From an optimization exercise on the open Yosys and OpenROAD flow, aimed at small area and a short achievable clock period; shortcuts taken in it are not production practice.
At most, simulation tests tie the RTL to the original design; equivalence was not proved.
The RTL of run 1 was laid out without a check of its function.

==> flow/design.v, too long to show whole: its modules and the start of the top module <==
// module test_dsp: 942 lines
module test_dsp #(parameter width_in1=26, parameter width_in2=14, parameter width_out=40) (
    input clk_i,
    input signed [width_in1:0] a_i,
    input signed [width_in2:0] b_i,
    input signed [width_out:0] pd_pattern1,
    output signed [width_out:0] c_o,
    output reg ones_o
);
  // ...
==> flow/run.sh <==
#!/bin/bash
# synth_recipe.tcl (not shown) runs the flow's synth.tcl, then flattens the netlist and writes it again
# the make line also repeats each setting of config.mk as NAME=value (left out here)
make -C /OpenROAD-flow-scripts/flow DESIGN_CONFIG=/design/flow/config.mk WORK_HOME=/design/flow/orfs CLKGATE_MAP_FILE= SYNTH_SCRIPT=/design/flow/synth_recipe.tcl finish
==> flow/config.mk <==
export PLATFORM = sky130hd
export DESIGN_NAME = test_dsp
export DESIGN_NICKNAME = test_dsp
export VERILOG_FILES = /design/flow/design.v
export SDC_FILE = /design/flow/constraint.sdc
export NUM_CORES = 4
export LEC_CHECK = 0
export ABC_CLOCK_PERIOD_IN_PS = 3000
export CAP_MARGIN = 20
export CORE_MARGIN = 2
export CORE_UTILIZATION = 40
export SETUP_SLACK_MARGIN = 3.4
export SLEW_MARGIN = 20
==> flow/constraint.sdc <==
create_clock -name core_clock -period 6.5 [get_ports {clk_i}]
set_input_delay 1.3000 -clock core_clock [delete_from_list [all_inputs] [get_ports {clk_i}]]
set_output_delay 1.3000 -clock core_clock [all_outputs]
set_load 0.01 [all_outputs]
==> out/metrics.cfg, run 1 <==
[drt]
antenna_left = 0
vias = 19840
met2_length_um = 32990
viasPerCell = 5.651

[status]
status = complete, no violations

[timing]
finalClockSkew_ns = 0.01280
rsz0062_at_grt = true

[worst_hold_path]
hold_end = ones_o
min-delay-path-class = flop to flop

[layout]
n_all_buffers = 284
seq_share_pct = 17.84
reg.largest.list = pat_r (41), prod_r (41)
nClkBuffers = 40
multi_input_gates = 1940
largest_class = multi-input gates
fin_area_mm2 = 0.02647

[logic_synthesis]
yosysSeqAreaShare_pct = 22.22
synth_warnings = 1
synth_async_sr_flop_share_pct = 0
yosys-top-cells-area = dfxtp_1 22%, fa_1 19%, a21oi_1 7.0%
synth_top_family_by_area = adder cells
synth_most_common_cell = inv_1
synth_fa_ha_area_share_pct = 25.82

[place]
port_buffers = 125

[critical_path]
cp_num_buf_inv = 2
critical_path.top_delay_family = adder cells
r2r-end = prod_r[37]
startpoint = r1_c23_0
rr_worst_depth = 12
worst-path-stages = 12
crit_slowest_cell = fa_2
cp-start-kind = flop
endpoint = prod_r[37]

[clock_tree]
ctsHoldBuffers = 0
cts_setup_buffers = 49
cts_tree = yes
cts_buffer_depth = 3
cts_root_buf = clkbuf_16
htree_num_levels = 1

[global_routing]
grt_util_met1_pct = 35.37

==> run 2: changes to the inputs <==
--- a/flow/design.v
+++ b/flow/design.v
@@ -774,17 +774,344 @@
 wire s1_179 = r1_c38_3 ^ c1_140 ^ s1_141;
 wire c1_179 = (r1_c38_3 & c1_140) | (r1_c38_3 & s1_141) | (c1_140 & s1_141);
 wire s1_180 = r1_c39_2 ^ s1_142 ^ c1_141;
 wire c1_180 = (r1_c39_2 & s1_142) | (r1_c39_2 & c1_141) | (s1_142 & c1_141);
 wire s1_181 = r1_c40_0 ^ r1_c40_1 ^ c1_142;
 wire c1_181 = (r1_c40_0 & r1_c40_1) | (r1_c40_0 & c1_142) | (r1_c40_1 & c1_142);
 wire [40:0] cs_s = {c1_180, c1_179, c1_178, c1_177, c1_176, c1_175, c1_174, c1_173, c1_172, c1_171, c1_170, c1_169, c1_168, c1_167, c1_166, c1_165, c1_164, c1_163, c1_162, c1_161, c1_160, c1_159, c1_158, c1_157, c1_156, c1_155, c1_154, c1_153, c1_152, c1_151, c1_150, c1_149, c1_148, c1_147, c1_146, c1_145, c1_144, c1_143, s1_143, r1_c1_0, r1_c0_0};
 wire [40:0] cs_c = {s1_181, s1_180, s1_179, s1_178, s1_177, s1_176, s1_175, s1_174, s1_173, s1_172, s1_171, s1_170, s1_169, s1_168, s1_167, s1_166, s1_165, s1_164, s1_163, s1_162, s1_161, s1_160, s1_159, s1_158, s1_157, s1_156, s1_155, s1_154, s1_153, s1_152, s1_151, s1_150, s1_149, s1_148, s1_147, s1_146, s1_145, s1_144, r1_c2_2, 1'b0, r1_c0_1};
-wire [40:0] prod_d = cs_s + cs_c;
+wire ad_g0_0 = cs_s[0] & cs_c[0];
+wire ad_p0_0 = cs_s[0] ^ cs_c[0];
+wire ad_g0_1 = cs_s[1] & cs_c[1];
+wire ad_p0_1 = cs_s[1] ^ cs_c[1];
+wire ad_g0_2 = cs_s[2] & cs_c[2];
+wire ad_p0_2 = cs_s[2] ^ cs_c[2];
+wire ad_g0_3 = cs_s[3] & cs_c[3];
+wire ad_p0_3 = cs_s[3] ^ cs_c[3];
+wire ad_g0_4 = cs_s[4] & cs_c[4];
+wire ad_p0_4 = cs_s[4] ^ cs_c[4];
+wire ad_g0_5 = cs_s[5] & cs_c[5];
+wire ad_p0_5 = cs_s[5] ^ cs_c[5];
+wire ad_g0_6 = cs_s[6] & cs_c[6];
+wire ad_p0_6 = cs_s[6] ^ cs_c[6];
+wire ad_g0_7 = cs_s[7] & cs_c[7];
+wire ad_p0_7 = cs_s[7] ^ cs_c[7];
+wire ad_g0_8 = cs_s[8] & cs_c[8];
+wire ad_p0_8 = cs_s[8] ^ cs_c[8];
+wire ad_g0_9 = cs_s[9] & cs_c[9];
+wire ad_p0_9 = cs_s[9] ^ cs_c[9];
+wire ad_g0_10 = cs_s[10] & cs_c[10];
+wire ad_p0_10 = cs_s[10] ^ cs_c[10];
+wire ad_g0_11 = cs_s[11] & cs_c[11];
+wire ad_p0_11 = cs_s[11] ^ cs_c[11];
+wire ad_g0_12 = cs_s[12] & cs_c[12];
+wire ad_p0_12 = cs_s[12] ^ cs_c[12];
+wire ad_g0_13 = cs_s[13] & cs_c[13];
+wire ad_p0_13 = cs_s[13] ^ cs_c[13];
+wire ad_g0_14 = cs_s[14] & cs_c[14];
+wire ad_p0_14 = cs_s[14] ^ cs_c[14];
+wire ad_g0_15 = cs_s[15] & cs_c[15];
+wire ad_p0_15 = cs_s[15] ^ cs_c[15];
+wire ad_g0_16 = cs_s[16] & cs_c[16];
+wire ad_p0_16 = cs_s[16] ^ cs_c[16];
+wire ad_g0_17 = cs_s[17] & cs_c[17];
+wire ad_p0_17 = cs_s[17] ^ cs_c[17];
+wire ad_g0_18 = cs_s[18] & cs_c[18];
+wire ad_p0_18 = cs_s[18] ^ cs_c[18];
+wire ad_g0_19 = cs_s[19] & cs_c[19];
+wire ad_p0_19 = cs_s[19] ^ cs_c[19];
+wire ad_g0_20 = cs_s[20] & cs_c[20];
+wire ad_p0_20 = cs_s[20] ^ cs_c[20];
+wire ad_g0_21 = cs_s[21] & cs_c[21];
+wire ad_p0_21 = cs_s[21] ^ cs_c[21];
+wire ad_g0_22 = cs_s[22] & cs_c[22];
+wire ad_p0_22 = cs_s[22] ^ cs_c[22];
+wire ad_g0_23 = cs_s[23] & cs_c[23];
+wire ad_p0_23 = cs_s[23] ^ cs_c[23];
+wire ad_g0_24 = cs_s[24] & cs_c[24];
+wire ad_p0_24 = cs_s[24] ^ cs_c[24];
+wire ad_g0_25 = cs_s[25] & cs_c[25];
+wire ad_p0_25 = cs_s[25] ^ cs_c[25];
+wire ad_g0_26 = cs_s[26] & cs_c[26];
+wire ad_p0_26 = cs_s[26] ^ cs_c[26];
+wire ad_g0_27 = cs_s[27] & cs_c[27];
+wire ad_p0_27 = cs_s[27] ^ cs_c[27];
+wire ad_g0_28 = cs_s[28] & cs_c[28];
+wire ad_p0_28 = cs_s[28] ^ cs_c[28];
+wire ad_g0_29 = cs_s[29] & cs_c[29];
+wire ad_p0_29 = cs_s[29] ^ cs_c[29];
+wire ad_g0_30 = cs_s[30] & cs_c[30];
+wire ad_p0_30 = cs_s[30] ^ cs_c[30];
+wire ad_g0_31 = cs_s[31] & cs_c[31];
+wire ad_p0_31 = cs_s[31] ^ cs_c[31];
+wire ad_g0_32 = cs_s[32] & cs_c[32];
+wire ad_p0_32 = cs_s[32] ^ cs_c[32];
+wire ad_g0_33 = cs_s[33] & cs_c[33];
+wire ad_p0_33 = cs_s[33] ^ cs_c[33];
+wire ad_g0_34 = cs_s[34] & cs_c[34];
+wire ad_p0_34 = cs_s[34] ^ cs_c[34];
+wire ad_g0_35 = cs_s[35] & cs_c[35];
+wire ad_p0_35 = cs_s[35] ^ cs_c[35];
+wire ad_g0_36 = cs_s[36] & cs_c[36];
+wire ad_p0_36 = cs_s[36] ^ cs_c[36];
+wire ad_g0_37 = cs_s[37] & cs_c[37];
+wire ad_p0_37 = cs_s[37] ^ cs_c[37];
+wire ad_g0_38 = cs_s[38] & cs_c[38];
+wire ad_p0_38 = cs_s[38] ^ cs_c[38];
+wire ad_g0_39 = cs_s[39] & cs_c[39];
+wire ad_p0_39 = cs_s[39] ^ cs_c[39];
+wire ad_g0_40 = cs_s[40] & cs_c[40];
+wire ad_p0_40 = cs_s[40] ^ cs_c[40];
+wire ad_g1_1 = ad_g0_1 | (ad_p0_1 & ad_g0_0);
+wire ad_p1_1 = ad_p0_1 & ad_p0_0;
+wire ad_g1_3 = ad_g0_3 | (ad_p0_3 & ad_g0_2);
+wire ad_p1_3 = ad_p0_3 & ad_p0_2;
+wire ad_g1_5 = ad_g0_5 | (ad_p0_5 & ad_g0_4);
+wire ad_p1_5 = ad_p0_5 & ad_p0_4;
+wire ad_g1_7 = ad_g0_7 | (ad_p0_7 & ad_g0_6);
+wire ad_p1_7 = ad_p0_7 & ad_p0_6;
+wire ad_g1_9 = ad_g0_9 | (ad_p0_9 & ad_g0_8);
+wire ad_p1_9 = ad_p0_9 & ad_p0_8;
+wire ad_g1_11 = ad_g0_11 | (ad_p0_11 & ad_g0_10);
+wire ad_p1_11 = ad_p0_11 & ad_p0_10;
+wire ad_g1_13 = ad_g0_13 | (ad_p0_13 & ad_g0_12);
+wire ad_p1_13 = ad_p0_13 & ad_p0_12;
+wire ad_g1_15 = ad_g0_15 | (ad_p0_15 & ad_g0_14);
+wire ad_p1_15 = ad_p0_15 & ad_p0_14;
+wire ad_g1_17 = ad_g0_17 | (ad_p0_17 & ad_g0_16);
+wire ad_p1_17 = ad_p0_17 & ad_p0_16;
+wire ad_g1_19 = ad_g0_19 | (ad_p0_19 & ad_g0_18);
+wire ad_p1_19 = ad_p0_19 & ad_p0_18;
+wire ad_g1_21 = ad_g0_21 | (ad_p0_21 & ad_g0_20);
+wire ad_p1_21 = ad_p0_21 & ad_p0_20;
+wire ad_g1_23 = ad_g0_23 | (ad_p0_23 & ad_g0_22);
+wire ad_p1_23 = ad_p0_23 & ad_p0_22;
+wire ad_g1_25 = ad_g0_25 | (ad_p0_25 & ad_g0_24);
+wire ad_p1_25 = ad_p0_25 & ad_p0_24;
+wire ad_g1_27 = ad_g0_27 | (ad_p0_27 & ad_g0_26);
+wire ad_p1_27 = ad_p0_27 & ad_p0_26;
+wire ad_g1_29 = ad_g0_29 | (ad_p0_29 & ad_g0_28);
+wire ad_p1_29 = ad_p0_29 & ad_p0_28;
+wire ad_g1_31 = ad_g0_31 | (ad_p0_31 & ad_g0_30);
+wire ad_p1_31 = ad_p0_31 & ad_p0_30;
+wire ad_g1_33 = ad_g0_33 | (ad_p0_33 & ad_g0_32);
+wire ad_p1_33 = ad_p0_33 & ad_p0_32;
+wire ad_g1_35 = ad_g0_35 | (ad_p0_35 & ad_g0_34);
+wire ad_p1_35 = ad_p0_35 & ad_p0_34;
+wire ad_g1_37 = ad_g0_37 | (ad_p0_37 & ad_g0_36);
+wire ad_p1_37 = ad_p0_37 & ad_p0_36;
+wire ad_g1_39 = ad_g0_39 | (ad_p0_39 & ad_g0_38);
+wire ad_p1_39 = ad_p0_39 & ad_p0_38;
+wire ad_g2_2 = ad_g0_2 | (ad_p0_2 & ad_g1_1);
+wire ad_p2_2 = ad_p0_2 & ad_p1_1;
+wire ad_g2_3 = ad_g1_3 | (ad_p1_3 & ad_g1_1);
+wire ad_p2_3 = ad_p1_3 & ad_p1_1;
+wire ad_g2_6 = ad_g0_6 | (ad_p0_6 & ad_g1_5);
+wire ad_p2_6 = ad_p0_6 & ad_p1_5;
+wire ad_g2_7 = ad_g1_7 | (ad_p1_7 & ad_g1_5);
+wire ad_p2_7 = ad_p1_7 & ad_p1_5;
+wire ad_g2_10 = ad_g0_10 | (ad_p0_10 & ad_g1_9);
+wire ad_p2_10 = ad_p0_10 & ad_p1_9;
+wire ad_g2_11 = ad_g1_11 | (ad_p1_11 & ad_g1_9);
+wire ad_p2_11 = ad_p1_11 & ad_p1_9;
+wire ad_g2_14 = ad_g0_14 | (ad_p0_14 & ad_g1_13);
+wire ad_p2_14 = ad_p0_14 & ad_p1_13;
+wire ad_g2_15 = ad_g1_15 | (ad_p1_15 & ad_g1_13);
+wire ad_p2_15 = ad_p1_15 & ad_p1_13;
+wire ad_g2_18 = ad_g0_18 | (ad_p0_18 & ad_g1_17);
+wire ad_p2_18 = ad_p0_18 & ad_p1_17;
+wire ad_g2_19 = ad_g1_19 | (ad_p1_19 & ad_g1_17);
+wire ad_p2_19 = ad_p1_19 & ad_p1_17;
+wire ad_g2_22 = ad_g0_22 | (ad_p0_22 & ad_g1_21);
+wire ad_p2_22 = ad_p0_22 & ad_p1_21;
+wire ad_g2_23 = ad_g1_23 | (ad_p1_23 & ad_g1_21);
+wire ad_p2_23 = ad_p1_23 & ad_p1_21;
+wire ad_g2_26 = ad_g0_26 | (ad_p0_26 & ad_g1_25);
+wire ad_p2_26 = ad_p0_26 & ad_p1_25;
+wire ad_g2_27 = ad_g1_27 | (ad_p1_27 & ad_g1_25);
+wire ad_p2_27 = ad_p1_27 & ad_p1_25;
+wire ad_g2_30 = ad_g0_30 | (ad_p0_30 & ad_g1_29);
+wire ad_p2_30 = ad_p0_30 & ad_p1_29;
+wire ad_g2_31 = ad_g1_31 | (ad_p1_31 & ad_g1_29);
+wire ad_p2_31 = ad_p1_31 & ad_p1_29;
+wire ad_g2_34 = ad_g0_34 | (ad_p0_34 & ad_g1_33);
+wire ad_p2_34 = ad_p0_34 & ad_p1_33;
+wire ad_g2_35 = ad_g1_35 | (ad_p1_35 & ad_g1_33);
+wire ad_p2_35 = ad_p1_35 & ad_p1_33;
+wire ad_g2_38 = ad_g0_38 | (ad_p0_38 & ad_g1_37);
+wire ad_p2_38 = ad_p0_38 & ad_p1_37;
+wire ad_g2_39 = ad_g1_39 | (ad_p1_39 & ad_g1_37);
+wire ad_p2_39 = ad_p1_39 & ad_p1_37;
+wire ad_g3_4 = ad_g0_4 | (ad_p0_4 & ad_g2_3);
+wire ad_p3_4 = ad_p0_4 & ad_p2_3;
+wire ad_g3_5 = ad_g1_5 | (ad_p1_5 & ad_g2_3);
+wire ad_p3_5 = ad_p1_5 & ad_p2_3;
+wire ad_g3_6 = ad_g2_6 | (ad_p2_6 & ad_g2_3);
+wire ad_p3_6 = ad_p2_6 & ad_p2_3;
+wire ad_g3_7 = ad_g2_7 | (ad_p2_7 & ad_g2_3);
+wire ad_p3_7 = ad_p2_7 & ad_p2_3;
+wire ad_g3_12 = ad_g0_12 | (ad_p0_12 & ad_g2_11);
+wire ad_p3_12 = ad_p0_12 & ad_p2_11;
+wire ad_g3_13 = ad_g1_13 | (ad_p1_13 & ad_g2_11);
+wire ad_p3_13 = ad_p1_13 & ad_p2_11;
+wire ad_g3_14 = ad_g2_14 | (ad_p2_14 & ad_g2_11);
+wire ad_p3_14 = ad_p2_14 & ad_p2_11;
+wire ad_g3_15 = ad_g2_15 | (ad_p2_15 & ad_g2_11);
+wire ad_p3_15 = ad_p2_15 & ad_p2_11;
+wire ad_g3_20 = ad_g0_20 | (ad_p0_20 & ad_g2_19);
+wire ad_p3_20 = ad_p0_20 & ad_p2_19;
+wire ad_g3_21 = ad_g1_21 | (ad_p1_21 & ad_g2_19);
+wire ad_p3_21 = ad_p1_21 & ad_p2_19;
+wire ad_g3_22 = ad_g2_22 | (ad_p2_22 & ad_g2_19);
+wire ad_p3_22 = ad_p2_22 & ad_p2_19;
+wire ad_g3_23 = ad_g2_23 | (ad_p2_23 & ad_g2_19);
+wire ad_p3_23 = ad_p2_23 & ad_p2_19;
+wire ad_g3_28 = ad_g0_28 | (ad_p0_28 & ad_g2_27);
+wire ad_p3_28 = ad_p0_28 & ad_p2_27;
+wire ad_g3_29 = ad_g1_29 | (ad_p1_29 & ad_g2_27);
+wire ad_p3_29 = ad_p1_29 & ad_p2_27;
+wire ad_g3_30 = ad_g2_30 | (ad_p2_30 & ad_g2_27);
+wire ad_p3_30 = ad_p2_30 & ad_p2_27;
+wire ad_g3_31 = ad_g2_31 | (ad_p2_31 & ad_g2_27);
+wire ad_p3_31 = ad_p2_31 & ad_p2_27;
+wire ad_g3_36 = ad_g0_36 | (ad_p0_36 & ad_g2_35);
+wire ad_p3_36 = ad_p0_36 & ad_p2_35;
+wire ad_g3_37 = ad_g1_37 | (ad_p1_37 & ad_g2_35);
+wire ad_p3_37 = ad_p1_37 & ad_p2_35;
+wire ad_g3_38 = ad_g2_38 | (ad_p2_38 & ad_g2_35);
+wire ad_p3_38 = ad_p2_38 & ad_p2_35;
+wire ad_g3_39 = ad_g2_39 | (ad_p2_39 & ad_g2_35);
+wire ad_p3_39 = ad_p2_39 & ad_p2_35;
+wire ad_g4_8 = ad_g0_8 | (ad_p0_8 & ad_g3_7);
+wire ad_p4_8 = ad_p0_8 & ad_p3_7;
+wire ad_g4_9 = ad_g1_9 | (ad_p1_9 & ad_g3_7);
+wire ad_p4_9 = ad_p1_9 & ad_p3_7;
+wire ad_g4_10 = ad_g2_10 | (ad_p2_10 & ad_g3_7);
+wire ad_p4_10 = ad_p2_10 & ad_p3_7;
+wire ad_g4_11 = ad_g2_11 | (ad_p2_11 & ad_g3_7);
+wire ad_p4_11 = ad_p2_11 & ad_p3_7;
+wire ad_g4_12 = ad_g3_12 | (ad_p3_12 & ad_g3_7);
+wire ad_p4_12 = ad_p3_12 & ad_p3_7;
+wire ad_g4_13 = ad_g3_13 | (ad_p3_13 & ad_g3_7);
+wire ad_p4_13 = ad_p3_13 & ad_p3_7;
+wire ad_g4_14 = ad_g3_14 | (ad_p3_14 & ad_g3_7);
+wire ad_p4_14 = ad_p3_14 & ad_p3_7;
+wire ad_g4_15 = ad_g3_15 | (ad_p3_15 & ad_g3_7);
+wire ad_p4_15 = ad_p3_15 & ad_p3_7;
+wire ad_g4_24 = ad_g0_24 | (ad_p0_24 & ad_g3_23);
+wire ad_p4_24 = ad_p0_24 & ad_p3_23;
+wire ad_g4_25 = ad_g1_25 | (ad_p1_25 & ad_g3_23);
+wire ad_p4_25 = ad_p1_25 & ad_p3_23;
+wire ad_g4_26 = ad_g2_26 | (ad_p2_26 & ad_g3_23);
+wire ad_p4_26 = ad_p2_26 & ad_p3_23;
+wire ad_g4_27 = ad_g2_27 | (ad_p2_27 & ad_g3_23);
+wire ad_p4_27 = ad_p2_27 & ad_p3_23;
+wire ad_g4_28 = ad_g3_28 | (ad_p3_28 & ad_g3_23);
+wire ad_p4_28 = ad_p3_28 & ad_p3_23;
+wire ad_g4_29 = ad_g3_29 | (ad_p3_29 & ad_g3_23);
+wire ad_p4_29 = ad_p3_29 & ad_p3_23;
+wire ad_g4_30 = ad_g3_30 | (ad_p3_30 & ad_g3_23);
+wire ad_p4_30 = ad_p3_30 & ad_p3_23;
+wire ad_g4_31 = ad_g3_31 | (ad_p3_31 & ad_g3_23);
+wire ad_p4_31 = ad_p3_31 & ad_p3_23;
+wire ad_g4_40 = ad_g0_40 | (ad_p0_40 & ad_g3_39);
+wire ad_p4_40 = ad_p0_40 & ad_p3_39;
+wire ad_g5_16 = ad_g0_16 | (ad_p0_16 & ad_g4_15);
+wire ad_p5_16 = ad_p0_16 & ad_p4_15;
+wire ad_g5_17 = ad_g1_17 | (ad_p1_17 & ad_g4_15);
+wire ad_p5_17 = ad_p1_17 & ad_p4_15;
+wire ad_g5_18 = ad_g2_18 | (ad_p2_18 & ad_g4_15);
+wire ad_p5_18 = ad_p2_18 & ad_p4_15;
+wire ad_g5_19 = ad_g2_19 | (ad_p2_19 & ad_g4_15);
+wire ad_p5_19 = ad_p2_19 & ad_p4_15;
+wire ad_g5_20 = ad_g3_20 | (ad_p3_20 & ad_g4_15);
+wire ad_p5_20 = ad_p3_20 & ad_p4_15;
+wire ad_g5_21 = ad_g3_21 | (ad_p3_21 & ad_g4_15);
+wire ad_p5_21 = ad_p3_21 & ad_p4_15;
+wire ad_g5_22 = ad_g3_22 | (ad_p3_22 & ad_g4_15);
+wire ad_p5_22 = ad_p3_22 & ad_p4_15;
+wire ad_g5_23 = ad_g3_23 | (ad_p3_23 & ad_g4_15);
+wire ad_p5_23 = ad_p3_23 & ad_p4_15;
+wire ad_g5_24 = ad_g4_24 | (ad_p4_24 & ad_g4_15);
+wire ad_p5_24 = ad_p4_24 & ad_p4_15;
+wire ad_g5_25 = ad_g4_25 | (ad_p4_25 & ad_g4_15);
+wire ad_p5_25 = ad_p4_25 & ad_p4_15;
+wire ad_g5_26 = ad_g4_26 | (ad_p4_26 & ad_g4_15);
+wire ad_p5_26 = ad_p4_26 & ad_p4_15;
+wire ad_g5_27 = ad_g4_27 | (ad_p4_27 & ad_g4_15);
+wire ad_p5_27 = ad_p4_27 & ad_p4_15;
+wire ad_g5_28 = ad_g4_28 | (ad_p4_28 & ad_g4_15);
+wire ad_p5_28 = ad_p4_28 & ad_p4_15;
+wire ad_g5_29 = ad_g4_29 | (ad_p4_29 & ad_g4_15);
+wire ad_p5_29 = ad_p4_29 & ad_p4_15;
+wire ad_g5_30 = ad_g4_30 | (ad_p4_30 & ad_g4_15);
+wire ad_p5_30 = ad_p4_30 & ad_p4_15;
+wire ad_g5_31 = ad_g4_31 | (ad_p4_31 & ad_g4_15);
+wire ad_p5_31 = ad_p4_31 & ad_p4_15;
+wire ad_g6_32 = ad_g0_32 | (ad_p0_32 & ad_g5_31);
+wire ad_p6_32 = ad_p0_32 & ad_p5_31;
+wire ad_g6_33 = ad_g1_33 | (ad_p1_33 & ad_g5_31);
+wire ad_p6_33 = ad_p1_33 & ad_p5_31;
+wire ad_g6_34 = ad_g2_34 | (ad_p2_34 & ad_g5_31);
+wire ad_p6_34 = ad_p2_34 & ad_p5_31;
+wire ad_g6_35 = ad_g2_35 | (ad_p2_35 & ad_g5_31);
+wire ad_p6_35 = ad_p2_35 & ad_p5_31;
+wire ad_g6_36 = ad_g3_36 | (ad_p3_36 & ad_g5_31);
+wire ad_p6_36 = ad_p3_36 & ad_p5_31;
+wire ad_g6_37 = ad_g3_37 | (ad_p3_37 & ad_g5_31);
+wire ad_p6_37 = ad_p3_37 & ad_p5_31;
+wire ad_g6_38 = ad_g3_38 | (ad_p3_38 & ad_g5_31);
+wire ad_p6_38 = ad_p3_38 & ad_p5_31;
+wire ad_g6_39 = ad_g3_39 | (ad_p3_39 & ad_g5_31);
+wire ad_p6_39 = ad_p3_39 & ad_p5_31;
+wire ad_g6_40 = ad_g4_40 | (ad_p4_40 & ad_g5_31);
+wire ad_p6_40 = ad_p4_40 & ad_p5_31;
+wire sm_0 = ad_p0_0;
+wire sm_1 = ad_p0_1 ^ ad_g0_0;
+wire sm_2 = ad_p0_2 ^ ad_g1_1;
+wire sm_3 = ad_p0_3 ^ ad_g2_2;
+wire sm_4 = ad_p0_4 ^ ad_g2_3;
+wire sm_5 = ad_p0_5 ^ ad_g3_4;
+wire sm_6 = ad_p0_6 ^ ad_g3_5;
+wire sm_7 = ad_p0_7 ^ ad_g3_6;
+wire sm_8 = ad_p0_8 ^ ad_g3_7;
+wire sm_9 = ad_p0_9 ^ ad_g4_8;
+wire sm_10 = ad_p0_10 ^ ad_g4_9;
+wire sm_11 = ad_p0_11 ^ ad_g4_10;
+wire sm_12 = ad_p0_12 ^ ad_g4_11;
+wire sm_13 = ad_p0_13 ^ ad_g4_12;
+wire sm_14 = ad_p0_14 ^ ad_g4_13;
+wire sm_15 = ad_p0_15 ^ ad_g4_14;
+wire sm_16 = ad_p0_16 ^ ad_g4_15;
+wire sm_17 = ad_p0_17 ^ ad_g5_16;
+wire sm_18 = ad_p0_18 ^ ad_g5_17;
+wire sm_19 = ad_p0_19 ^ ad_g5_18;
+wire sm_20 = ad_p0_20 ^ ad_g5_19;
+wire sm_21 = ad_p0_21 ^ ad_g5_20;
+wire sm_22 = ad_p0_22 ^ ad_g5_21;
+wire sm_23 = ad_p0_23 ^ ad_g5_22;
+wire sm_24 = ad_p0_24 ^ ad_g5_23;
+wire sm_25 = ad_p0_25 ^ ad_g5_24;
+wire sm_26 = ad_p0_26 ^ ad_g5_25;
+wire sm_27 = ad_p0_27 ^ ad_g5_26;
+wire sm_28 = ad_p0_28 ^ ad_g5_27;
+wire sm_29 = ad_p0_29 ^ ad_g5_28;
+wire sm_30 = ad_p0_30 ^ ad_g5_29;
+wire sm_31 = ad_p0_31 ^ ad_g5_30;
+wire sm_32 = ad_p0_32 ^ ad_g5_31;
+wire sm_33 = ad_p0_33 ^ ad_g6_32;
+wire sm_34 = ad_p0_34 ^ ad_g6_33;
+wire sm_35 = ad_p0_35 ^ ad_g6_34;
+wire sm_36 = ad_p0_36 ^ ad_g6_35;
+wire sm_37 = ad_p0_37 ^ ad_g6_36;
+wire sm_38 = ad_p0_38 ^ ad_g6_37;
+wire sm_39 = ad_p0_39 ^ ad_g6_38;
+wire sm_40 = ad_p0_40 ^ ad_g6_39;
+wire [40:0] prod_d = {sm_40, sm_39, sm_38, sm_37, sm_36, sm_35, sm_34, sm_33, sm_32, sm_31, sm_30, sm_29, sm_28, sm_27, sm_26, sm_25, sm_24, sm_23, sm_22, sm_21, sm_20, sm_19, sm_18, sm_17, sm_16, sm_15, sm_14, sm_13, sm_12, sm_11, sm_10, sm_9, sm_8, sm_7, sm_6, sm_5, sm_4, sm_3, sm_2, sm_1, sm_0};
 wire [40:0] kc = {(cs_s[39:0] & cs_c[39:0]) | ((cs_s[39:0] | cs_c[39:0]) & ~pat_r[39:0]), 1'b0};
 wire eq_d = ~|(cs_s ^ cs_c ^ pat_r ^ kc);
 always @(posedge clk_i) begin
     r1_c0_0 <= bn0;
     r1_c0_1 <= pp0_0;
     r1_c1_0 <= pp0_1;
     r1_c2_0 <= bn1;
     r1_c2_1 <= pp0_2;
==> flow/flow/run.sh (new file) <==
#!/bin/bash
# Standard ORFS layout, with one extra step between synthesis and floorplan:
# flow/polarity.py removes the polarity inverters that Yosys's full-adder
# extraction leaves between adder cells (full adders are self-dual), and
# swaps gates for their complement cells where that saves an inverter.
# Registers and ports are untouched.
set -euo pipefail
cd "$(dirname "$0")/.."
W=$(pwd)
R=$W/orfs/results/${FLOW_PLATFORM}/test_dsp/base
LIB=${FLOW_HOME}/platforms/${FLOW_PLATFORM}/lib/sky130_fd_sc_hd__tt_025C_1v80.lib
# port buffers: a real buffer cell (buffer_ports otherwise picks a delay cell)
export BUFFER_PORTS_ARGS="-buffer_cell sky130_fd_sc_hd__buf_4"
bash standard.sh synth > "$W/run_synth.log" 2>&1
cp "$R/1_2_yosys.v" "$W/1_2_yosys.standard.v"
python3 flow/polarity.py "$LIB" "$W/1_2_yosys.standard.v" "$R/1_2_yosys.v" > "$W/run_polarity.log" 2>&1
rm -f "$R/1_synth.odb" "$R/1_synth.sdc"
bash standard.sh finish > "$W/run_layout.log" 2>&1
==> flow/flow/polarity.py (new file) <==
#!/usr/bin/env python3
"""Remove polarity inverters from a Yosys gate netlist (sky130hd).

Yosys's extract_fa leaves many inverters between full-adder cells.  A full
adder is self-dual, FA(~a, ~b, ~c) = (~sum, ~carry), so each fa cell may
work on inverted signals; a gate with a complement cell (and2/nand2,
a21o/a21oi, ...) may produce its output inverted.  This pass chooses those
polarities to minimise cell area (the inverters still needed plus the
complement swaps), then rewires the netlist with one shared inverter per
signal whose other polarity is still needed.  Registers, ports and every
other cell keep their function; only combinational cells change.

usage: polarity.py LIB in.v out.v
"""
import random
import re
import sys

lib, fin, fout = sys.argv[1:4]
src = open(fin).read()
libt = open(lib).read()

# --- library: area and pins per cell --------------------------------------
AREA = {}
PINS = {}
for m in re.finditer(r'cell \("sky130_fd_sc_hd__(\w+)"\)\s*\{', libt):
    name = m.group(1)
    nxt = libt.find('cell ("sky130_fd_sc_hd__', m.end())
    body = libt[m.end():nxt if nxt > 0 else len(libt)]
    a = re.search(r'\barea\s*:\s*([\d.]+)', body)
    AREA[name] = float(a.group(1)) if a else 0.0
    ins, outs = set(), set()
    for pm in re.finditer(r'pin \("(\w+)"\)\s*\{(.{0,400})', body, re.S):
        d = re.search(r'direction\s*:\s*"?(\w+)', pm.group(2))
        if d:
            (ins if d.group(1) == 'input' else outs).add(pm.group(1))
    PINS[name] = (ins, outs)

PAIRS = [('and2', 'nand2'), ('and3', 'nand3'), ('and4', 'nand4'), ('or2', 'nor2'),
         ('or3', 'nor3'), ('or4', 'nor4'), ('xor2', 'xnor2'), ('xor3', 'xnor3'),
         ('a21o', 'a21oi'), ('a22o', 'a22oi'), ('a211o', 'a211oi'), ('a31o', 'a31oi'),
         ('a32o', 'a32oi'), ('a221o', 'a221oi'), ('a2111o', 'a2111oi'), ('a311o', 'a311oi'),
         ('a41o', 'a41oi'), ('o21a', 'o21ai'), ('o22a', 'o22ai'), ('o211a', 'o211ai'),
         ('o31a', 'o31ai'), ('o32a', 'o32ai'), ('o221a', 'o221ai'), ('o311a', 'o311ai'),
         ('o2111a', 'o2111ai'), ('o41a', 'o41ai'), ('a21bo', 'a21boi'), ('o21ba', 'o21bai'),
         ('and2b', 'nand2b'), ('or2b', 'nor2b'), ('and3b', 'nand3b'), ('or3b', 'nor3b'),
         ('and4b', 'nand4b'), ('or4b', 'nor4b'), ('and4bb', 'nand4bb'), ('or4bb', 'nor4bb'),
         ('mux2', 'mux2i')]
COMP = {}
for a, b in PAIRS:
    COMP[a] = b
    COMP[b] = a


def complement(short):
    m = re.fullmatch(r'(\w+?)_(\d+)', short)
    if not m or m.group(1) not in COMP:
        return None
    base, drive = COMP[m.group(1)], int(m.group(2))
    drives = sorted(int(re.fullmatch(r'.*_(\d+)', n).group(1)) for n in AREA
                    if re.fullmatch(re.escape(base) + r'_\d+', n))
    cand = [d for d in drives if d >= drive] or drives
    if not cand:
        return None
    c = f'{base}_{cand[0]}'
    if c not in PINS or short not in PINS:
        return None
    if PINS[c][0] != PINS[short][0] or len(PINS[c][1]) != 1 or len(PINS[short][1]) != 1:
        return None
    return c


INV_AREA = AREA['inv_1']

# --- netlist ---------------------------------------------------------------
cell_re = re.compile(r'^  (sky130_fd_sc_hd__(\w+)) (\S+)\s+\((.*?)\n  \);\n', re.S | re.M)
pin_re = re.compile(r'\.(\w+)\(([^()]*)\)')

cells = []
for m in cell_re.finditer(src):
    short = m.group(2)
    pins = pin_re.findall(m.group(4))
    cells.append({'short': short, 'name': m.group(3), 'pins': pins, 'span': m.span()})

hdr = re.search(r'module\s+\w+\s*\((.*?)\);', src, re.S)
ports = set(x.strip() for x in hdr.group(1).split(','))
if re.search(r'^\s*assign\s', src, re.M):
    open(fout, 'w').write(src)
    print('assign statements present; netlist left unchanged')
    sys.exit(0)


def key(n):
    return n.strip()


def is_port_net(k):
    return k.lstrip('\\').split('[')[0].strip() in ports


def outpins(c):
    return PINS.get(c['short'], (set(), {'X', 'Y', 'Q', 'SUM', 'COUT', 'HI', 'LO'}))[1]


driver = {}
for i, c in enumerate(cells):
    for p, n in c['pins']:
        if p in outpins(c):
            driver[key(n)] = i

removable = []
for c in cells:
    ok = False
    if re.fullmatch(r'inv_\d+', c['short']):
        ok = not is_port_net(key(dict(c['pins'])['Y']))
    removable.append(ok)


def root(k):
    par = 0
    while k in driver and removable[driver[k]]:
        k = key(dict(cells[driver[k]]['pins'])['A'])
        par ^= 1
    return k, par


kind = []
comp = []
for i, c in enumerate(cells):
    if removable[i]:
        kind.append(None)
        comp.append(None)
    elif re.fullmatch(r'fa_\d+', c['short']):
        kind.append('fa')
        comp.append(None)
    else:
        cc = complement(c['short'])
        kind.append('comp' if cc else None)
        comp.append(cc)

cons = []
for i, c in enumerate(cells):
    if removable[i]:
        continue
    for j, (p, n) in enumerate(c['pins']):
        if p in outpins(c):
            continue
        r, q = root(key(n))
        cons.append((i, j, r, q))
by_root = {}
for ci, (i, j, r, q) in enumerate(cons):
    by_root.setdefault(r, []).append(ci)
port_roots = {k for k in driver if is_port_net(k)}

flip = [0] * len(cells)


def drv_pol(r):
    d = driver.get(r)
    if d is None or kind[d] is None:
        return 0
    return flip[d]


def need(ci):
    i, j, r, q = cons[ci]
    return q ^ (flip[i] if kind[i] == 'fa' else 0)


def cost_root(r):
    d = drv_pol(r)
    if r in port_roots and d:
        return 1e6
    for ci in by_root.get(r, []):
        if need(ci) != d:
            return INV_AREA
    return 0.0


def cell_cost(i):
    if kind[i] == 'comp' and flip[i]:
        return AREA[comp[i]] - AREA[cells[i]['short']]
    return 0.0


touch = {}
for i, c in enumerate(cells):
    if kind[i] is None:
        continue
    rs = set()
    for p, n in c['pins']:
        k = key(n)
        if p in outpins(c):
            rs.add(k)
        elif kind[i] == 'fa':
            rs.add(root(k)[0])
    touch[i] = rs


def total():
    return sum(cost_root(r) for r in set(by_root) | port_roots) + sum(cell_cost(i) for i in touch)


def delta(i):
    rs = touch[i]
    c0 = sum(cost_root(r) for r in rs) + cell_cost(i)
    flip[i] ^= 1
    c1 = sum(cost_root(r) for r in rs) + cell_cost(i)
    flip[i] ^= 1
    return c1 - c0


before = total()
rng = random.Random(1)
ids = list(touch)
best_flip = list(flip)
cur = best = before
steps = 60 * len(ids) + 1
for step in range(steps):
    T = max(0.05, 4.0 * (1 - step / steps))
    i = ids[rng.randrange(len(ids))]
    d = delta(i)
    if d <= 0 or rng.random() < pow(2.718281828, -d / T):
        flip[i] ^= 1
        cur += d
        if cur < best - 1e-9:
            best = cur
            best_flip = list(flip)
flip[:] = best_flip
changed = True
while changed:
    changed = False
    for i in ids:
        if delta(i) < -1e-9:
            flip[i] ^= 1
            changed = True
after = total()

# --- rewrite ---------------------------------------------------------------
orig_text = {}
for c in cells:
    for p, n in c['pins']:
        orig_text.setdefault(key(n), n)
newinv = {}
extra_wires, extra_cells = [], []


def net_for(r, want):
    if want == drv_pol(r):
        return orig_text.get(r, r)
    if r not in newinv:
        k = len(newinv)
        nn = f'polinv_{k}'
        newinv[r] = nn
        extra_wires.append(f'  wire {nn};\n')
        extra_cells.append(f'  sky130_fd_sc_hd__inv_1 polinv_cell_{k} (\n'
                           f'    .A({orig_text.get(r, r)}),\n    .Y({nn})\n  );\n')
    return newinv[r]


newpins = {}
for ci, (i, j, r, q) in enumerate(cons):
    newpins[(i, j)] = net_for(r, need(ci))

out = []
pos = 0
nswap = 0
for i, c in enumerate(cells):
    s, e = c['span']
    out.append(src[pos:s])
    pos = e
    if removable[i]:
        continue
    short = c['short']
    pins = c['pins']
    if kind[i] == 'comp' and flip[i]:
        nswap += 1
        newshort = comp[i]
        op_old = next(iter(PINS[short][1]))
        op_new = next(iter(PINS[newshort][1]))
        pins = [(op_new if p == op_old else p, n) for p, n in pins]
        short = newshort
    pl = [f'    .{p}({newpins.get((i, j), n)})' for j, (p, n) in enumerate(pins)]
    out.append(f'  sky130_fd_sc_hd__{short} {c["name"]} (\n' + ',\n'.join(pl) + '\n  );\n')
tail = src[pos:]
idx = tail.rfind('endmodule')
out.append(tail[:idx])
out.extend(extra_cells)
out.append(tail[idx:])
text = ''.join(out)
m = re.search(r'\n  wire ', text)
text = text[:m.start() + 1] + ''.join(extra_wires) + text[m.start() + 1:]
open(fout, 'w').write(text)
print(f'inverters removed {sum(removable)}, added {len(newinv)}; complement swaps {nswap}; '
      f'fa flipped {sum(flip[i] for i in ids if kind[i] == "fa")}; '
      f'area cost {before:.1f} -> {after:.1f} (relative)')
==> flow/standard.sh (new file) <==
#!/bin/bash
# synth_recipe.tcl (not shown) runs the flow's synth.tcl, then flattens the netlist and writes it again
# the make line also repeats each setting of config.mk as NAME=value (left out here)
make -C /OpenROAD-flow-scripts/flow DESIGN_CONFIG=/design/flow/config.mk WORK_HOME=/design/flow/orfs CLKGATE_MAP_FILE= SYNTH_SCRIPT=/design/flow/synth_recipe.tcl "${@:-finish}"
==> flow/config.mk (replaced) <==
export PLATFORM = sky130hd
export DESIGN_NAME = test_dsp
export DESIGN_NICKNAME = test_dsp
export VERILOG_FILES = /design/flow/design.v
export SDC_FILE = /design/flow/constraint.sdc
export NUM_CORES = 4
export LEC_CHECK = 0
export ABC_AREA = 1
export CAP_MARGIN = 20
export CORE_MARGIN = 2
export CORE_UTILIZATION = 60
export SETUP_SLACK_MARGIN = 3.0
export SLEW_MARGIN = 20
removed: flow/run.sh
==> run 2 against run 1 <==
Clock skew is 0.0046 ns higher; via count is 41% lower; fmax is 3.6% higher; synthesized area is 24% lower; global-route usage is 8.1 points higher; setup slack better by 0.12 ns; critical path type is now primary input to flop; highest routed layer unchanged.
==> out/metrics.cfg, run 2 <==
[clock_tree]
cts_buffer_depth = 3  ; unchanged
cts_buffers = 27
clk_latency_ns = 0.55
path_clk_slew_ns = 0.06
htree_num_levels = 1  ; unchanged
cts_num_sinks = 235
ctsHoldBuffers = 0  ; unchanged
cts_root_buf = clkbuf_16
cts_tree = yes

[global_routing]
grt-ovfl-total = 0
first_global_vias = 11920
grt_pass1_wl_um = 70180
antenna_found_initial = 2
grt_max_degree = 34
grt_use_total_pct = 32.82

[timing]
post-route-period-util_pct = 53.13
period_needed_ns = 3.454
finalHoldViolations = 0
holdWs_ns = 0.3533
finalSetupViolCount = 0
max_slew_margin_pct = 35.37
final_max_slew_viol_count = 0
setup-tns-final_ns = 0
worst_pin_slew_ns = 0.9684
rsz0062_at_grt = true
finalClockSkew_ns = 0.01736  ; +0.004561 ns
clock.fmax_mhz = 289.5

[layout]
regArea_mm2 = 0.004705
layout.nets = 2021
layout-drive-gt1-share_pct = 18.55
final_cell_mix = 235 x dfxtp_1, 212 x xor2_1, 202 x inv_1
antenna_cells = 0
reg.largest.list = pat_r (41), prod_r (41)
n_fill_cell = 2079
layout.cells.most_common = dfxtp_1
multiInputGateArea_mm2 = 0.01021
syn_to_final_growth_pct = 13.44

[critical_path]
crit_path_max_incr_delay_ns = 0.68
worstPathArrival_ns = 3.87
cp-start-kind = primary input
r2r_setup_slack_ns = 3.13
required_ns = 6.92
worstSetupEndpointType = flop
critical_path_class = primary input to flop
rr_worst_depth = 12  ; unchanged
worst-path-stages = 7  ; -5
r2r-start = r1_c11_0
worstPathMaxFanout = 17
r2r-end = prod_r[33]
cp_num_buf_inv = 1  ; -1
crit_chain = buf_4 -> nor2_2 -> a21oi_2 -> o22ai_1 -> xor2_1 -> fa_1 -> fa_1
critical_path.top_delay_family = adder cells
critical_path.most_common_cell = fa_1
crit_slowest_cell = a21oi_2

[drt]
dr.pass1.iters = 5
wire_per_inst_um = 22.22
viasPerCell = 5.757  ; +1.9%
antenna_left = 0  ; unchanged
drc_errors = 0
drt-total-wl_um = 45190
drtIter0Drc = 970
vias = 11710  ; -41%

[worst_hold_path]
hold_start = eq_r
hold_end = ones_o
hold_depth = 0
min-delay-path-class = flop to flop

[place]
routabilityCongestion = 0.9417
port_buffers = 125  ; unchanged
dp_hpwl_um = 32100

[floorplan]
ios = 126
die-area_mm2 = 0.02820
start_util_pct = 60.50
num_rows = 60
die_x_um = 167.9
core_area_mm2 = 0.02665
dieHeight_um = 167.9

[logic_synthesis]
netlist_instances = 1568
synth_area_mm2 = 0.01612
avgSynthCellArea_um2 = 10.28
synth_nets = 1917
synth_warnings = 1  ; unchanged

[run]
maxCapViolCount = 0

[status]
status = complete, no violations

==> run 2: area by class of cell <==
type	instances	area share [%]
clock buffers	36	4.207
clock inverters	14	1.136
inverters	211	4.433
multi-input cells	1044	55.81
flip-flops and latches	235	25.72
well taps	341	2.333
repair buffers	150	6.239
repair inverters	3	0.1231
==> run 2: how the worst max path moves through the flow <==
stage	slack (ns)	to	startpoint
after floorplan	3.07	r1_c17_3	b_i[5]
after global placement	2.08	r1_c25_3	b_i[0]
after detailed placement	1.87	r1_c24_3	b_i[0]
after CTS	2.97	r1_c23_3	b_i[3]
after global routing	2.98	r1_c25_3	b_i[3]
final	3.05	r1_c13_3	b_i[3]
==> run 2: stage by stage <==
| stage | area (um2) | worst slack [ns] | instances | util (%) |
|---|---|---|---|---|
| after floorplan | 16120 | 3.072 | 1568 | - |
| after CTS | 18180 | 2.973 | 2023 | 68.23 |
| final | 18290 | 3.046 | 2034 | 68.63 |
| after global routing | 18290 | 2.977 | 2034 | 68.63 |
| after detailed placement | 17030 | 1.871 | 1959 | 63.91 |
| after global placement | 17030 | 2.080 | 1959 | 63.91 |
==> run 2: what timing repair did <==
item	CTS	global route
setup buffers	9	9
cloned	5	2
endpoints found under the setup margin	86	61
resized for setup	18	6
pin swaps	3	4
==> run 2: metal layers <==
metal | track usage, % | up-vias | wire length [um]
met5 | 0 | - | 11
met4 | 12.29 | 2 | 1802
met3 | 5.642 | 103 | 3898
met2 | 52.84 | 588 | 21070
met1 | 44.85 | 5718 | 18410
li1 | - | 5298 | -
==> run 3: changes to the inputs <==
--- a/flow/config.mk
+++ b/flow/config.mk
@@ -9,5 +9,5 @@
 export CAP_MARGIN = 20
 export CORE_MARGIN = 2
 export CORE_UTILIZATION = 60
-export SETUP_SLACK_MARGIN = 3.0
+export SETUP_SLACK_MARGIN = 3.6
 export SLEW_MARGIN = 20
==> run 3 against run 2 <==
Hold slack worse by 0.024 ns; fmax is 11% higher; register-to-register slack better by 0.25 ns; final cell count is 7.3% higher; wire length is 27% higher; critical path depth is 3 higher; die area stayed put; critical endpoint is now eq_r; via count is 15% higher; flip-flop and latch count stayed put; still clean on timing, DRC and antenna; first-iteration DRC count is 38% higher.
==> out/metrics.cfg, run 3 <==
[critical_path]
worstPathMaxFanout = 2  ; -15
cp-start-kind = flop
required_ns = 6.98  ; +0.06 ns
worstPathArrival_ns = 3.61  ; -0.26 ns
critical_path_class = flop to flop
worstSetupEndpointType = flop

[layout]
final_cell_mix = 225 x dfxtp_1, 222 x buf_4, 179 x xor2_1
layout-drive-gt1-share_pct = 42.90  ; +24 points
syn_to_final_growth_pct = 36.99
layout.nets = 2168  ; +7.3%
instances_no_fill = 2182  ; +7.3%
layout.cells.most_common = dfxtp_1
reg.largest.list = pat_r (41), prod_r (41)
final_util_pct = 82.88  ; +14 points
fin_area_mm2 = 0.02209  ; +21%
n_fill_cell = 1517  ; -27%

[drt]
wire_per_inst_um = 26.26  ; +18%
viasPerCell = 6.184  ; +7.4%
drtIter0Drc = 1338  ; +38%
drt-total-wl_um = 57300  ; +27%
vias = 13490  ; +15%
antenna_left = 0  ; unchanged
drc_errors = 0  ; unchanged
dr.pass1.iters = 5  ; unchanged

[timing]
finalHoldViolations = 0  ; unchanged
max_slew_margin_pct = 47.38  ; +12 points
worst_pin_slew_ns = 0.7885  ; -0.1799 ns
rsz0062_at_grt = true
holdWs_ns = 0.3294  ; -0.02388 ns
setup-tns-final_ns = 0  ; unchanged
finalClockSkew_ns = 0.01543  ; -0.001929 ns
period_needed_ns = 3.124  ; -0.3300 ns
final_max_slew_viol_count = 0  ; unchanged
clock.fmax_mhz = 320.1  ; +11%
worst_slack_ns = 3.376  ; +0.3300 ns
finalSetupViolCount = 0  ; unchanged
post-route-period-util_pct = 48.06  ; -5.1 points

[logic_synthesis]
synth_area_mm2 = 0.01612  ; unchanged
avgSynthCellArea_um2 = 10.28  ; unchanged
netlist_instances = 1568  ; unchanged
synth_warnings = 1  ; unchanged
synth_nets = 1917  ; unchanged

[clock_tree]
cts_buffers = 26  ; -3.7%
cts_buffer_depth = 3  ; unchanged
cts_num_sinks = 235  ; unchanged
cts_tree = yes
htree_num_levels = 1  ; unchanged
clk_latency_ns = 0.55  ; about the same
path_clk_slew_ns = 0.07  ; about the same
cts_root_buf = clkbuf_16

[floorplan]
die_x_um = 167.9  ; unchanged
dieHeight_um = 167.9  ; unchanged
core_area_mm2 = 0.02665  ; unchanged
start_util_pct = 60.50  ; unchanged
ios = 126  ; unchanged
num_rows = 60  ; unchanged
die-area_mm2 = 0.02820  ; unchanged

[global_routing]
grt_pass1_wl_um = 75590  ; +7.7%
grt_use_total_pct = 35.59  ; +2.8 points
grt_max_degree = 30  ; -12%
grt-ovfl-total = 0  ; unchanged
first_global_vias = 12840  ; +7.8%
antenna_found_initial = 0  ; -2

[status]
status = complete, no violations

[place]
dp.cells = 1956  ; -0.15%
dp_hpwl_um = 32500  ; +1.3%
routabilityCongestion = 0.9052  ; -3.9%
dp_slack_ns = 2.257  ; +0.3862 ns
port_buffers = 125  ; unchanged
place_area_mm2 = 0.01755  ; +3.1%

[run]
maxCapViolCount = 0  ; unchanged

[worst_hold_path]
min-delay-path-class = flop to flop

run 3: routing by layer:
layer / vias to the layer above / GRT usage (%) / wire [um]
li1: 5598 / - / -
met2: 979 / 57.29 / 26090
met3: 329 / 7.287 / 6308
met5: - / 0 / 0
met4: 0 / 16.48 / 4327
met1: 6587 / 46.60 / 20570
run 3: path summary, 6_finish.rpt:
| check | end | cells after the start | slack [ns] | start |
|---|---|---|---|---|
| min | ones_o | 0 | 0.33 | eq_r |
| min reg2reg | ones_o | 0 | 0.33 | eq_r |
| max | eq_r | 10 | 3.38 | r1_c6_0 |
| max reg2reg | eq_r | 10 | 3.38 | r1_c6_0 |
run 3: layout make-up:
type | count | area (um2) | area share [%]
Multi-Input combinational cell | 1048 | 12020 | 54.42
Sequential cell | 235 | 4717 | 21.36
Timing Repair Buffer | 289 | 2978 | 13.48
Inverter | 211 | 975.9 | 4.419
Clock buffer | 37 | 763.2 | 3.456
Tap cell | 341 | 426.7 | 1.932
Clock inverter | 11 | 122.6 | 0.5551
Timing Repair inverter | 8 | 78.83 | 0.3569
Antenna cell | 2 | 5.005 | 0.02266
run 3: repair_timing:
| action | CTS | global route |
|---|---|---|
| resized for setup | 158 | 234 |
| hold buffers | 0 | 0 |
| setup endpoints to repair | 131 | 66 |
| cloned | 16 | 10 |
| pin swaps | 60 | 148 |
| setup buffers | 44 | 106 |
run 3: worst max-delay path, cell delays in order, from the launching register on:
cell and delay (ns):
dfxtp_2 0.32, fa_1 0.52, fa_2 0.61, fa_2 0.52, nand2_4 0.13, o21ai_2 0.09
a21oi_4 0.23, nand2_2 0.10, nor2_4 0.24, nand3_4 0.17, nor2_2 0.11
==> run 4: changes to the inputs <==
--- a/flow/config.mk
+++ b/flow/config.mk
@@ -9,5 +9,5 @@
 export CAP_MARGIN = 20
 export CORE_MARGIN = 2
 export CORE_UTILIZATION = 60
-export SETUP_SLACK_MARGIN = 3.6
+export SETUP_SLACK_MARGIN = 3.3
 export SLEW_MARGIN = 20
==> run 4 against run 3 <==
Synthesized cell count unchanged; utilization shrank 13 points; setup slack got worse by 0.069 ns; final cell count is 6.8% lower; first-iteration DRC count down 29%; non-clock buffer count down 131; critical path type unchanged; register-to-register slack worse by 0.07 ns; flip-flop and latch count did not move; fmax decreased by 2.2%; die area unchanged.
==> out/metrics.cfg, run 4 <==
[floorplan]
die_x_um = 167.9  ; unchanged
dieHeight_um = 167.9  ; unchanged
num_rows = 60  ; unchanged
core_area_mm2 = 0.02665  ; unchanged
ios = 126  ; unchanged
die-area_mm2 = 0.02820  ; unchanged
start_util_pct = 60.50  ; unchanged

[layout]
layout-drive-gt1-share_pct = 22.27  ; -21 points
instances_no_fill = 2034  ; -6.8%
syn_to_final_growth_pct = 16.13
n_fill_cell = 2047  ; +35%
layout.cells.most_common = dfxtp_1
reg.largest.list = pat_r (41), prod_r (41)
final_cell_mix = 233 x dfxtp_1, 212 x xor2_1, 197 x inv_1
antenna_cells = 0  ; -2
layout.nets = 2028  ; -6.5%

[drt]
drt-total-wl_um = 46450  ; -19%
dr.pass1.iters = 5  ; unchanged
dr_wl_met3_um = 3830  ; -39%
drtIter0Drc = 952  ; -29%
viasPerCell = 5.823  ; -5.8%
antenna_left = 0  ; unchanged
met1_length_um = 19130  ; -7.0%
drc_errors = 0  ; unchanged
wire_per_inst_um = 22.83  ; -13%
top_layer_used = met5
met2_length_um = 21470  ; -18%
vias = 11840  ; -12%

[worst_hold_path]
min-delay-path-class = flop to flop
hold_depth = 0  ; unchanged
hold_start = eq_r
hold_end = ones_o

[logic_synthesis]
synth_warnings = 1  ; unchanged
avgSynthCellArea_um2 = 10.28  ; unchanged
synth_nets = 1917  ; unchanged
netlist_instances = 1568  ; unchanged
synth_area_mm2 = 0.01612  ; unchanged

[critical_path]
crit_path_max_incr_delay_ns = 0.66  ; +0.05 ns
critical_path.top_delay_family = adder cells
r2r_setup_slack_ns = 3.31  ; -0.07 ns
critical_path_class = flop to flop
worstPathArrival_ns = 3.62  ; about the same
crit_chain = fa_1 -> fa_2 -> ha_1 -> nand2_1 -> nor2_1 -> a21oi_4 -> nand2_4 -> nand2_2 -> nand2_4 -> fa_2 -> xor2_1
worstSetupEndpointType = flop
r2r-start = r1_c12_0
crit_slowest_cell = fa_2
required_ns = 6.93  ; -0.05 ns
worstPathMaxFanout = 4  ; +2
rr_worst_depth = 11  ; +1
cp-start-kind = flop
r2r-end = prod_r[33]
cp_num_buf_inv = 0  ; unchanged

[global_routing]
grt_pass1_wl_um = 71200  ; -5.8%
antenna_found_initial = 2  ; +2
grt_use_total_pct = 33.39  ; -2.2 points
first_global_vias = 12200  ; -4.9%
grt_max_degree = 33  ; +10%
grt-ovfl-total = 0  ; unchanged

[place]
dp_hpwl_um = 32630  ; +0.39%
routabilityCongestion = 0.9180  ; +1.4%
dp_slack_ns = 2.118  ; -0.1388 ns
port_buffers = 125  ; unchanged
dp.cells = 1957  ; +0.051%

[timing]
finalSetupViolCount = 0  ; unchanged
worst_pin_slew_ns = 0.8783  ; +0.08982 ns
clock.fmax_mhz = 313.2  ; -2.2%
setup-tns-final_ns = 0  ; unchanged
finalHoldViolations = 0  ; unchanged
post-route-period-util_pct = 49.12  ; +1.1 points
final_max_slew_viol_count = 0  ; unchanged
finalClockSkew_ns = 0.007008  ; -0.008427 ns
period_needed_ns = 3.193  ; +0.06897 ns
worst_slack_ns = 3.307  ; -0.06897 ns
max_slew_margin_pct = 41.38  ; -6.0 points
rsz0062_at_grt = true

[clock_tree]
cts_root_buf = clkbuf_16
path_clk_slew_ns = 0.06  ; about the same
cts_buffers = 27  ; +3.8%
htree_num_levels = 1  ; unchanged
clk_latency_ns = 0.54  ; about the same
cts_buffer_depth = 3  ; unchanged
cts_num_sinks = 235  ; unchanged
cts_tree = yes
ctsHoldBuffers = 0  ; unchanged

[run]
maxCapViolCount = 0  ; unchanged

[status]
status = complete, no violations

-- run 4: worst max path at each step --
stage              from    endpoint  slack, ns  depth (start not counted)
2_1_floorplan    b_i[5]    r1_c22_3       3.17                          9
3_3_place_gp     b_i[7]    r1_c30_3       2.16                         10
3_5_place_dp     b_i[7]    r1_c30_3       2.12                         10
4_1_cts        r1_c11_2  prod_r[17]       3.30                         12
5_1_grt         r1_c7_0        eq_r       3.25                          9
6_report       r1_c12_0  prod_r[33]       3.31                         11
-- run 4: layer usage --
metal | track usage (%) | up-vias
met2 | 53.90 | 574
met4 | 12.74 | 4
met5 | 0 | -
met1 | 45.64 | 5833
li1 | - | 5314
met3 | 5.430 | 118
-- run 4: area by class of cell --
type	instances	area, um2	share of cell area [%]
repair buffers	158	1336	7.137
clock inverters	7	38.79	0.2072
well taps	341	426.7	2.279
inverters	211	837.1	4.470
clock buffers	36	729.5	3.896
multi-input cells	1045	10640	56.83
repair inverters	1	7.507	0.04009
flip-flops and latches	235	4707	25.14
-- run 4: repair_timing --
item | CTS | global route
pin swaps | 20 | 19
endpoints found under the setup margin | 103 | 45
endpoints found under the hold margin | 0 | 0
setup buffers | 20 | 8
gates resized for setup | 50 | 48
gates cloned | 6 | 0
-- run 4: per-stage QoR --
stage	hold WS, ns	util, %	area, um2
floorplan	0.3096	-	16300
global placement	0.3435	64.31	17140
detailed placement	0.3268	64.31	17140
CTS	0.3388	68.88	18360
global route	0.3567	70.26	18720
finish	0.3364	70.26	18720
-- run 4: worst reg2reg max path, delay by kind of cell (launching register included) --
family          cells  cell delay, ns
compound gates      1            0.18
xor+xnor            1            0.16
fa+ha+maj           4            1.87
flops               1            0.32
simple gates        5            0.54
==> run 5: changes to the inputs <==
--- a/flow/flow/run.sh
+++ b/flow/flow/run.sh
@@ -10,7 +10,7 @@
 R=$W/orfs/results/${FLOW_PLATFORM}/test_dsp/base
 LIB=${FLOW_HOME}/platforms/${FLOW_PLATFORM}/lib/sky130_fd_sc_hd__tt_025C_1v80.lib
 # port buffers: a real buffer cell (buffer_ports otherwise picks a delay cell)
-export BUFFER_PORTS_ARGS="-buffer_cell sky130_fd_sc_hd__buf_4"
+export BUFFER_PORTS_ARGS="-buffer_cell sky130_fd_sc_hd__buf_2"
 bash standard.sh synth > "$W/run_synth.log" 2>&1
 cp "$R/1_2_yosys.v" "$W/1_2_yosys.standard.v"
 python3 flow/polarity.py "$LIB" "$W/1_2_yosys.standard.v" "$R/1_2_yosys.v" > "$W/run_polarity.log" 2>&1
--- a/flow/flow/polarity.py
+++ b/flow/flow/polarity.py
@@ -262,6 +262,16 @@
 for ci, (i, j, r, q) in enumerate(cons):
     newpins[(i, j)] = net_for(r, need(ci))
 
+# size each new inverter by its fanout
+fan = {}
+for nn in newpins.values():
+    fan[nn] = fan.get(nn, 0) + 1
+for k, r in enumerate(list(newinv)):
+    nn = newinv[r]
+    f = fan.get(nn, 0)
+    size = 1 if f <= 3 else 2 if f <= 6 else 4 if f <= 12 else 8
+    extra_cells[k] = extra_cells[k].replace('sky130_fd_sc_hd__inv_1 ', f'sky130_fd_sc_hd__inv_{size} ', 1)
+
 out = []
 pos = 0
 nswap = 0
==> run 5 against run 4 <==
Count of clock-buffer cells in the layout grew 3; wire length shrank 1.3%; cell area grew 0.22%; utilization is essentially flat; sequential share of layout area shrank 0.069 points; flip-flop and latch count is the same; register-to-register slack gained 0.04 ns; critical path type is now primary input to flop; critical endpoint is now r1_c13_3.
==> out/metrics.cfg, run 5 <==
[global_routing]
antenna_found_initial = 2  ; unchanged
grt-ovfl-total = 0  ; unchanged
grt_pass1_wl_um = 69690  ; -2.1%
first_global_vias = 11880  ; -2.6%
grt_max_degree = 34  ; +3.0%
grt_use_total_pct = 32.74  ; -0.65 points

[layout]
syn_to_final_growth_pct = 15.74
final_cell_mix = 235 x dfxtp_1, 212 x xor2_1, 185 x fa_1
regArea_mm2 = 0.004705  ; about the same
multiInputGateArea_mm2 = 0.01068  ; +0.35%
layout.nets = 2037  ; +0.44%
fin_area_mm2 = 0.01877  ; +0.22%
reg.largest.list = pat_r (41), prod_r (41)
n_fill_cell = 2042  ; -0.24%
layout.cells.most_common = dfxtp_1
layout-drive-gt1-share_pct = 25.00  ; +2.7 points

[drt]
dr.pass1.iters = 5  ; unchanged
vias = 11810  ; -0.28%
drt-total-wl_um = 45840  ; -1.3%
drc_errors = 0  ; unchanged
drtIter0Drc = 1149  ; +21%
antenna_left = 0  ; unchanged
viasPerCell = 5.755  ; -1.2%
wire_per_inst_um = 22.34  ; -2.2%

[logic_synthesis]
netlist_instances = 1568  ; unchanged
synth_nets = 1917  ; unchanged
synth_area_mm2 = 0.01621  ; +0.56%
avgSynthCellArea_um2 = 10.34  ; +0.56%
synth_warnings = 1  ; unchanged

[floorplan]
dieHeight_um = 168.4  ; +0.27%
die_x_um = 168.4  ; +0.27%
start_util_pct = 60.66  ; +0.17 points
die-area_mm2 = 0.02835  ; +0.54%
ios = 126  ; unchanged
core_area_mm2 = 0.02673  ; +0.28%
num_rows = 60  ; unchanged

[timing]
post-route-period-util_pct = 48.66  ; -0.46 points
finalClockSkew_ns = 0.01364  ; +0.006635 ns
finalSetupViolCount = 0  ; unchanged
worst_pin_slew_ns = 0.7238  ; -0.1545 ns
clock.fmax_mhz = 316.2  ; +0.95%
rsz0062_at_grt = true
max_slew_margin_pct = 51.45  ; +10 points
finalHoldViolations = 0  ; unchanged
final_max_slew_viol_count = 0  ; unchanged
period_needed_ns = 3.163  ; -0.03000 ns
setup-tns-final_ns = 0  ; unchanged
holdWs_ns = 0.3299  ; -0.006485 ns

[critical_path]
worstSetupEndpointType = flop
worstPathArrival_ns = 3.59  ; -0.03 ns
critical_path_class = primary input to flop
cp-start-kind = primary input
worstPathMaxFanout = 20  ; +16
required_ns = 6.93  ; about the same

[place]
port_buffers = 125  ; unchanged
dp_hpwl_um = 32230  ; -1.2%
routabilityCongestion = 0.9179  ; about the same
place_area_mm2 = 0.01698  ; -0.94%

[clock_tree]
htree_num_levels = 1  ; unchanged
cts_buffer_depth = 3  ; unchanged
cts_root_buf = clkbuf_16
clk_latency_ns = 0.55  ; about the same
cts_num_sinks = 235  ; unchanged
ctsHoldBuffers = 0  ; unchanged
cts_tree = yes
cts_buffers = 27  ; unchanged
path_clk_slew_ns = 0.06  ; about the same

[worst_hold_path]
min-delay-path-class = flop to flop

[status]
status = complete, no violations

[run]
maxCapViolCount = 0  ; unchanged

-- run 5: through the flow --
stage	util (%)	std cells	setup slack (ns)
finish	70.22	2052	3.337
global route	70.19	2049	3.248
CTS	68.63	2029	3.302
detailed placement	63.52	1958	1.890
global placement	63.52	1958	1.942
floorplan	-	1568	3.191
-- run 5: worst paths after layout --
| kind | slack, ns | depth (start not counted) | startpoint | endpoint |
|---|---|---|---|---|
| max | 3.34 | 9 | b_i[1] | r1_c13_3 |
| min | 0.33 | 0 | eq_r | ones_o |
| max reg2reg | 3.35 | 11 | r1_c14_2 | eq_r |
| min reg2reg | 0.33 | 0 | eq_r | ones_o |
-- run 5: layout make-up --
cell class | instances | share of cell area [%]
diodes | 3 | 0.04001
well taps | 341 | 2.274
clock buffers | 39 | 4.321
inverters | 211 | 4.814
repair buffers | 167 | 5.987
flip-flops and latches | 235 | 25.07
multi-input cells | 1046 | 56.91
clock inverters | 10 | 0.5867
-- run 5: critical path: stages --
cell and delay (ns):
buf_6 0.25, nand2_2 0.10, nor2_2 0.28, a21oi_4 0.06, buf_12 0.16, o22ai_1 0.15
xor2_1 0.24, fa_1 0.52, fa_1 0.49
-- run 5: metal layers --
metal | vias to the layer above | routed length (um) | share of wire (%) | track usage [%]
li1 | 5359 | - | - | -
met1 | 5752 | 18350 | 40 | 41.87
met2 | 584 | 20930 | 46 | 51.67
met3 | 115 | 4493 | 9.8 | 10.06
met4 | 0 | 2073 | 4.5 | 14.28
met5 | - | 0 | 0 | 0
-- run 5: what timing repair did --
item / in CTS / in global routing
setup endpoints to repair: 115 / 49
pin swaps: 16 / 11
buffers inserted: 16 / 20
cloned: 6 / 0
resized for setup: 42 / 42

separate check: timing with driven ports:
Ports are ideal in the flow. The routed layouts listed here were re-timed in OpenROAD.
Step 1 assumes that a clkbuf_16 drives the clock port and a buf_2 every other input.
Step 2 adds t to the input delays and takes it off the output delays; t is the mean of the earliest and latest rising clock arrival at the registers after step 1. Input paths then give back, and output paths get back, about the clock's delay inside the block.
Three values: no drivers, after step 1, after step 2; two values: the first two.
run	shift t [ns]	setup WS [ns]	hold slack, ns
run 1	0.602	2.922 / 2.922 / 2.771	0.333 / 0.333 / 0.333
run 2	0.601	3.046 / 3.070 / 2.470	0.353 / 0.353 / 0.353
run 3	0.594	3.376 / 3.344 / 2.750	0.329 / 0.329 / 0.329
run 4	0.591	3.307 / 3.307 / 2.751	0.336 / 0.336 / 0.336
run 5	0.595	3.337 / 3.336 / 2.741	0.330 / 0.330 / 0.330
After both steps every run listed still meets setup and hold. The setup slack of run 3, which loses most, moves by -0.032 ns with the drivers and by -0.626 ns with both steps.
